What follows belongs to an exercise in optimizing a design on an open flow for small area and a short achievable clock period; a production flow would make more cautious choices.
The RTL was checked by simulation tests, not by an equivalence proof against the original design.

## wb_lms
module wb_lms (
    input  wire        Clk,
    input  wire        Rst,
    input  wire        wb_cyc_i,
    input  wire        wb_stb_i,
    input  wire        wb_we_i,
    input  wire [31:0] wb_adr_i,
    input  wire [15:0] wb_dat_i,
    output reg  [15:0] wb_dat_o,
    output reg         wb_ack_o,
    output reg         irq_o
);
Size: about 5700 cells after synthesis, roughly 71 I/O pins.
clock: 10.0 ns
lec_check: 0
abc_area: 1
cap_margin: 20
core_margin: 2
core_utilization: 55
setup_slack_margin: 2
slew_margin: 20
standard.sh (not shown) runs the stock make flow with config.mk's settings and CLKGATE_MAP_FILE= SYNTH_SCRIPT=/design/flow/synth_recipe.tcl, a recipe that flattens the netlist after the stock synthesis.
==> flow/flow/run.sh <==
#!/bin/bash
# Standard synthesis, then full adders flipped to drop the inverters between them, then the
# standard layout from the floorplan on, with a clock tree of small buffers and no dummy loads.
set -euo pipefail
R=$PWD/orfs/results/$FLOW_PLATFORM/wb_lms/base
bash standard.sh "$R/1_2_yosys.v" > synth.log 2>&1
python3 flow/fixinv.py "$R/1_2_yosys.v" "$R/1_2_yosys.fixed.v" > fixinv.log 2>&1
cp "$R/1_2_yosys.v" "$R/1_2_yosys.orig.v"
mv "$R/1_2_yosys.fixed.v" "$R/1_2_yosys.v"
touch "$R/1_2_yosys.v"
export CTS_ARGS="-sink_clustering_enable -repair_clock_nets -dont_use_dummy_load -buf_list {sky130_fd_sc_hd__clkbuf_4 sky130_fd_sc_hd__clkbuf_8}"
bash standard.sh > layout.log 2>&1
==> flow/flow/fixinv.py <==
#!/usr/bin/env python3
"""Push inverters through full adders in a Yosys netlist.

A full adder is self-dual: FA(~a,~b,~c) = (~sum, ~cout). The adder extraction of the
standard synthesis leaves many inverters between full adders; this script chooses, for
every full adder, whether it works on inverted signals, so that as few inverters as
possible remain, and rewrites the netlist with only those inverters.
usage: fixinv.py in.v out.v
"""
import re, sys, random

src = open(sys.argv[1]).read()
inst_re = re.compile(r'^  (sky130_fd_sc_hd__\w+) (\S+) +\(\n((?:    \.\w+\([^\n]*\),?\n)+)  \);\n', re.M)
pin_re = re.compile(r'    \.(\w+)\((.*)\),?$')
cells = []  # [type, name, [(pin, net)], span]
for m in inst_re.finditer(src):
    pins = [pin_re.match(l).groups() for l in m.group(3).rstrip('\n').split('\n')]
    cells.append([m.group(1), m.group(2), pins, m.span()])

ninst = len(re.findall(r'^  sky130_fd_sc_hd__\w+ ', src, re.M))
if ninst != len(cells) or re.search(r'^\s*assign ', src, re.M):
    print(f"netlist not understood ({ninst} instances, {len(cells)} parsed); left as it is", file=sys.stderr)
    open(sys.argv[2], "w").write(src)
    sys.exit(0)
OUTP = {'X', 'Y', 'Q', 'Q_N', 'SUM', 'COUT', 'HI', 'LO'}
mod_m = re.search(r'^module \w+\((.*?)\);', src, re.M | re.S)
ports = set()
for m in re.finditer(r'^\s*(input|output)\s+(\[\d+:\d+\]\s+)?(\S+);', src, re.M):
    ports.add(m.group(3))
def base_name(n):
    n = n.strip()
    if n.startswith('\\'):
        return n.split(' ')[0][1:]
    return re.sub(r'\[\d+\]$', '', n)
def is_port(n):
    return base_name(n) in ports

def is_inv(t):
    return re.match(r'sky130_fd_sc_hd__(clk)?inv_\d+$', t) is not None
def is_fa(t):
    return re.match(r'sky130_fd_sc_hd__fa_\d+$', t) is not None

driver = {}
inv_of = {}  # out net -> in net for collapsible inverters
for ci, (t, name, pins, span) in enumerate(cells):
    for p, n in pins:
        if p in OUTP:
            driver[n.strip()] = ci
for ci, (t, name, pins, span) in enumerate(cells):
    if is_inv(t):
        d = dict(pins)
        o, a = d['Y'].strip(), d['A'].strip()
        if not is_port(o):
            inv_of[o] = a

def resolve(n):
    c = 0
    while n in inv_of:
        n = inv_of[n]; c ^= 1
    return n, c

flip = [0] * len(cells)
def is_x(t):
    return re.match(r'sky130_fd_sc_hd__x(n)?or2_1$', t) is not None
fa_ids = [ci for ci, c in enumerate(cells) if is_fa(c[0])]
x_ids = [ci for ci, c in enumerate(cells) if is_x(c[0])]
# consumer pins: (ci, pin, base, c)
cons = []
for ci, (t, name, pins, span) in enumerate(cells):
    if ci in () or (is_inv(t) and dict(pins)['Y'].strip() in inv_of):
        continue
    for pi, (p, n) in enumerate(pins):
        if p in OUTP: continue
        n = n.strip()
        if n.startswith("1'b") or n == '': continue
        b, c = resolve(n)
        cons.append((ci, pi, b, c))
by_base = {}
by_cell = {}
for k, (ci, pi, b, c) in enumerate(cons):
    by_base.setdefault(b, []).append(k)
    by_cell.setdefault(ci, []).append(k)
def f_drv(b):
    d = driver.get(b)
    return flip[d] if d is not None else 0
isfa = [is_fa(c[0]) for c in cells]
def need(k):
    ci, pi, b, c = cons[k]
    return c ^ (flip[ci] if isfa[ci] else 0) ^ f_drv(b)
ninv = {}
for b, ks in by_base.items():
    ninv[b] = sum(need(k) for k in ks)
def cost():
    return sum(1 for v in ninv.values() if v > 0)
start = cost()
outs_of = {ci: [n.strip() for p, n in cells[ci][2] if p in OUTP] for ci in fa_ids + x_ids}
def affected(ci):
    ks = set(by_cell.get(ci, [])) if isfa[ci] else set()
    for o in outs_of[ci]:
        ks.update(by_base.get(o, []))
    return ks
def do_flip(ci):
    ks = affected(ci)
    bases = set(cons[k][2] for k in ks)
    before = sum(1 for b in bases if ninv[b] > 0)
    for k in ks: ninv[cons[k][2]] -= need(k)
    flip[ci] ^= 1
    for k in ks: ninv[cons[k][2]] += need(k)
    after = sum(1 for b in bases if ninv[b] > 0)
    return after - before
import math
fl_ids = fa_ids + x_ids
random.seed(1)
cur = cost()
best = cur; bestflip = flip[:]
T = 2.0
nmoves = 400000
for it in range(nmoves):
    ci = random.choice(fl_ids)
    d = do_flip(ci)
    if d <= 0 or random.random() < math.exp(-d / T):
        cur += d
        if cur < best:
            best = cur; bestflip = flip[:]
    else:
        do_flip(ci)
    T = max(0.02, 2.0 * (1 - it / nmoves))
for ci in fl_ids:
    if flip[ci] != bestflip[ci]:
        do_flip(ci)
end = cost()
print(f"inverters: {len(inv_of)} collapsible, nets needing one before {start}, after {end}", file=sys.stderr)

# rewrite
newinv = {}
def esc(n):
    return n + ' ' if n.startswith('\\') else n
def inv_net(b):
    if b not in newinv:
        newinv[b] = f"_fixinv{len(newinv)}_"
    return newinv[b]
pieces = []
last = 0
for ci, (t, name, pins, span) in enumerate(cells):
    pieces.append(src[last:span[0]])
    last = span[1]
    if is_inv(t) and dict(pins)['Y'].strip() in inv_of:
        continue
    ks = {cons[k][1]: k for k in by_cell.get(ci, [])}
    lines = []
    for pi, (p, n) in enumerate(pins):
        if pi in ks:
            k = ks[pi]
            b = cons[k][2]
            n = inv_net(b) if need(k) else esc(b)
        if is_x(t) and flip[ci] and p in ('X', 'Y'):
            p = 'Y' if p == 'X' else 'X'
        lines.append(f"    .{p}({n})")
    if is_x(t) and flip[ci]:
        t = t.replace('xnor2', 'XOR2') if 'xnor2' in t else t.replace('xor2', 'xnor2')
        t = t.replace('XOR2', 'xor2')
    pieces.append(f"  {t} {name} (\n" + ",\n".join(lines) + "\n  );\n")
pieces.append(src[last:])
out = "".join(pieces)
decl = "".join(f"  wire {v};\n" for v in newinv.values())
# inv_2 has the area of inv_1: use it where an inverter drives more than two pins
nfo = {}
for k in range(len(cons)):
    if need(k):
        nfo[cons[k][2]] = nfo.get(cons[k][2], 0) + 1
def invcell(b):
    return "inv_2" if nfo.get(b, 0) > 2 else "inv_1"
cellsv = "".join(f"  sky130_fd_sc_hd__{invcell(b)} _fixinvc{i}_ (\n    .A({esc(b)}),\n    .Y({v})\n  );\n" for i, (b, v) in enumerate(newinv.items()))
k = out.rfind("endmodule")
out = out[:k] + cellsv + out[k:]
# declarations after the module header
m = re.search(r'^module \w+\(.*?\);\n', out, re.M | re.S)
out = out[:m.end()] + decl + out[m.end():]
open(sys.argv[2], "w").write(out)
The first run completed with no timing, DRC or antenna violations.
Next try:
--- a/flow/flow/fixinv.py
+++ b/flow/flow/fixinv.py
@@ -87 +87,2 @@
-def need(k):
+isx = [is_x(c[0]) for c in cells]
+def rawneed(k):
@@ -89,0 +91,5 @@
+def need(k):
+    # an xor/xnor absorbs an inverted input by changing its type (see the rewrite)
+    if isx[cons[k][0]]:
+        return 0
+    return rawneed(k)
@@ -149,0 +156,8 @@
+    swap = 0
+    if is_x(t):
+        swap = flip[ci]
+        for k in by_cell.get(ci, []):
+            swap ^= rawneed(k)
+    if swap:
+        t = t.replace('xnor2', 'XOR2') if 'xnor2' in t else t.replace('xor2', 'xnor2')
+        t = t.replace('XOR2', 'xor2')
@@ -156 +170 @@
-        if is_x(t) and flip[ci] and p in ('X', 'Y'):
+        if swap and p in ('X', 'Y'):
@@ -159,3 +172,0 @@
-    if is_x(t) and flip[ci]:
-        t = t.replace('xnor2', 'XOR2') if 'xnor2' in t else t.replace('xor2', 'xnor2')
-        t = t.replace('XOR2', 'xor2')
After rerunning: Synthesized cell count drops by about 0.4%; register-to-register slack degrades by 0.11 ns; non-clock buffer count climbs by 33; utilization climbs by 0.32 points; wire length stays flat; die area is about the same.
Next try:
SETUP_SLACK_MARGIN = 2.8   (was 2)
Outcome: Fmax goes up by 12%; area after synthesis does not change; non-clock buffer count is higher by 222; hold slack is worse by 0.0047 ns.
Next try:
--- a/flow/flow/run.sh
+++ b/flow/flow/run.sh
@@ -3 +3,2 @@
-# standard layout from the floorplan on, with a clock tree of small buffers and no dummy loads.
+# standard layout from the floorplan on, with a clock tree of small buffers and no dummy loads, and
+# small port buffers.
@@ -11,0 +13 @@
+export BUFFER_PORTS_ARGS="-buffer_cell sky130_fd_sc_hd__buf_2"
--- a/flow/flow/fixinv.py
+++ b/flow/flow/fixinv.py
@@ -87,2 +87 @@
-isx = [is_x(c[0]) for c in cells]
-def rawneed(k):
+def need(k):
@@ -91,5 +89,0 @@
-def need(k):
-    # an xor/xnor absorbs an inverted input by changing its type (see the rewrite)
-    if isx[cons[k][0]]:
-        return 0
-    return rawneed(k)
@@ -156,8 +149,0 @@
-    swap = 0
-    if is_x(t):
-        swap = flip[ci]
-        for k in by_cell.get(ci, []):
-            swap ^= rawneed(k)
-    if swap:
-        t = t.replace('xnor2', 'XOR2') if 'xnor2' in t else t.replace('xor2', 'xnor2')
-        t = t.replace('XOR2', 'xor2')
@@ -170 +156 @@
-        if swap and p in ('X', 'Y'):
+        if is_x(t) and flip[ci] and p in ('X', 'Y'):
@@ -172,0 +159,3 @@
+    if is_x(t) and flip[ci]:
+        t = t.replace('xnor2', 'XOR2') if 'xnor2' in t else t.replace('xor2', 'xnor2')
+        t = t.replace('XOR2', 'xor2')
SETUP_SLACK_MARGIN = 3.0   (was 2.8)
Cell area is about the same.
Clock-buffer cell count rose by 3.
Worst hold slack improved by 0.068 ns.
Clock skew shrinks by 0.0098 ns.
Utilization hardly moves.
Routed wire length increases by a few percent.
Via count increases slightly.

afterwards: timing with drivers on the ports:
In the flow no input, the clock included, has a driving cell. The finished layouts below were timed again as built, in two steps.
Step 1 sets driving cells, clkbuf_16 on the clock port and buf_2 on the other inputs (assumed; they add their load-dependent delay and slew).
Step 2 moves the port delays by t, midway between the first and last clock arrival at a register: inputs arrive t later, outputs are due t later. That takes back most of the time a late clock gives input paths.
a / b / c = no drivers / after step 1 / after step 2; a / b = the first two.
run | t (ns) | setup slack, ns | hold WS [ns] | clock arrival spread, ns
the first run | 0.783 | 2.204 / 2.204 / 2.204 | 0.486 / 0.486 / 0.486 | 0.109 / 0.108
the second run | 0.783 | 2.097 / 2.097 / 2.097 | 0.428 / 0.428 / 0.428 | 0.065 / 0.066
the third run | 0.790 | 2.971 / 2.971 / 2.971 | 0.424 / 0.424 / 0.424 | 0.073 / 0.073
the fourth run | 0.800 | 3.055 / 3.055 / 3.055 | 0.491 / 0.491 / 0.491 | 0.060 / 0.060
After both steps setup and hold are still met in every run listed.
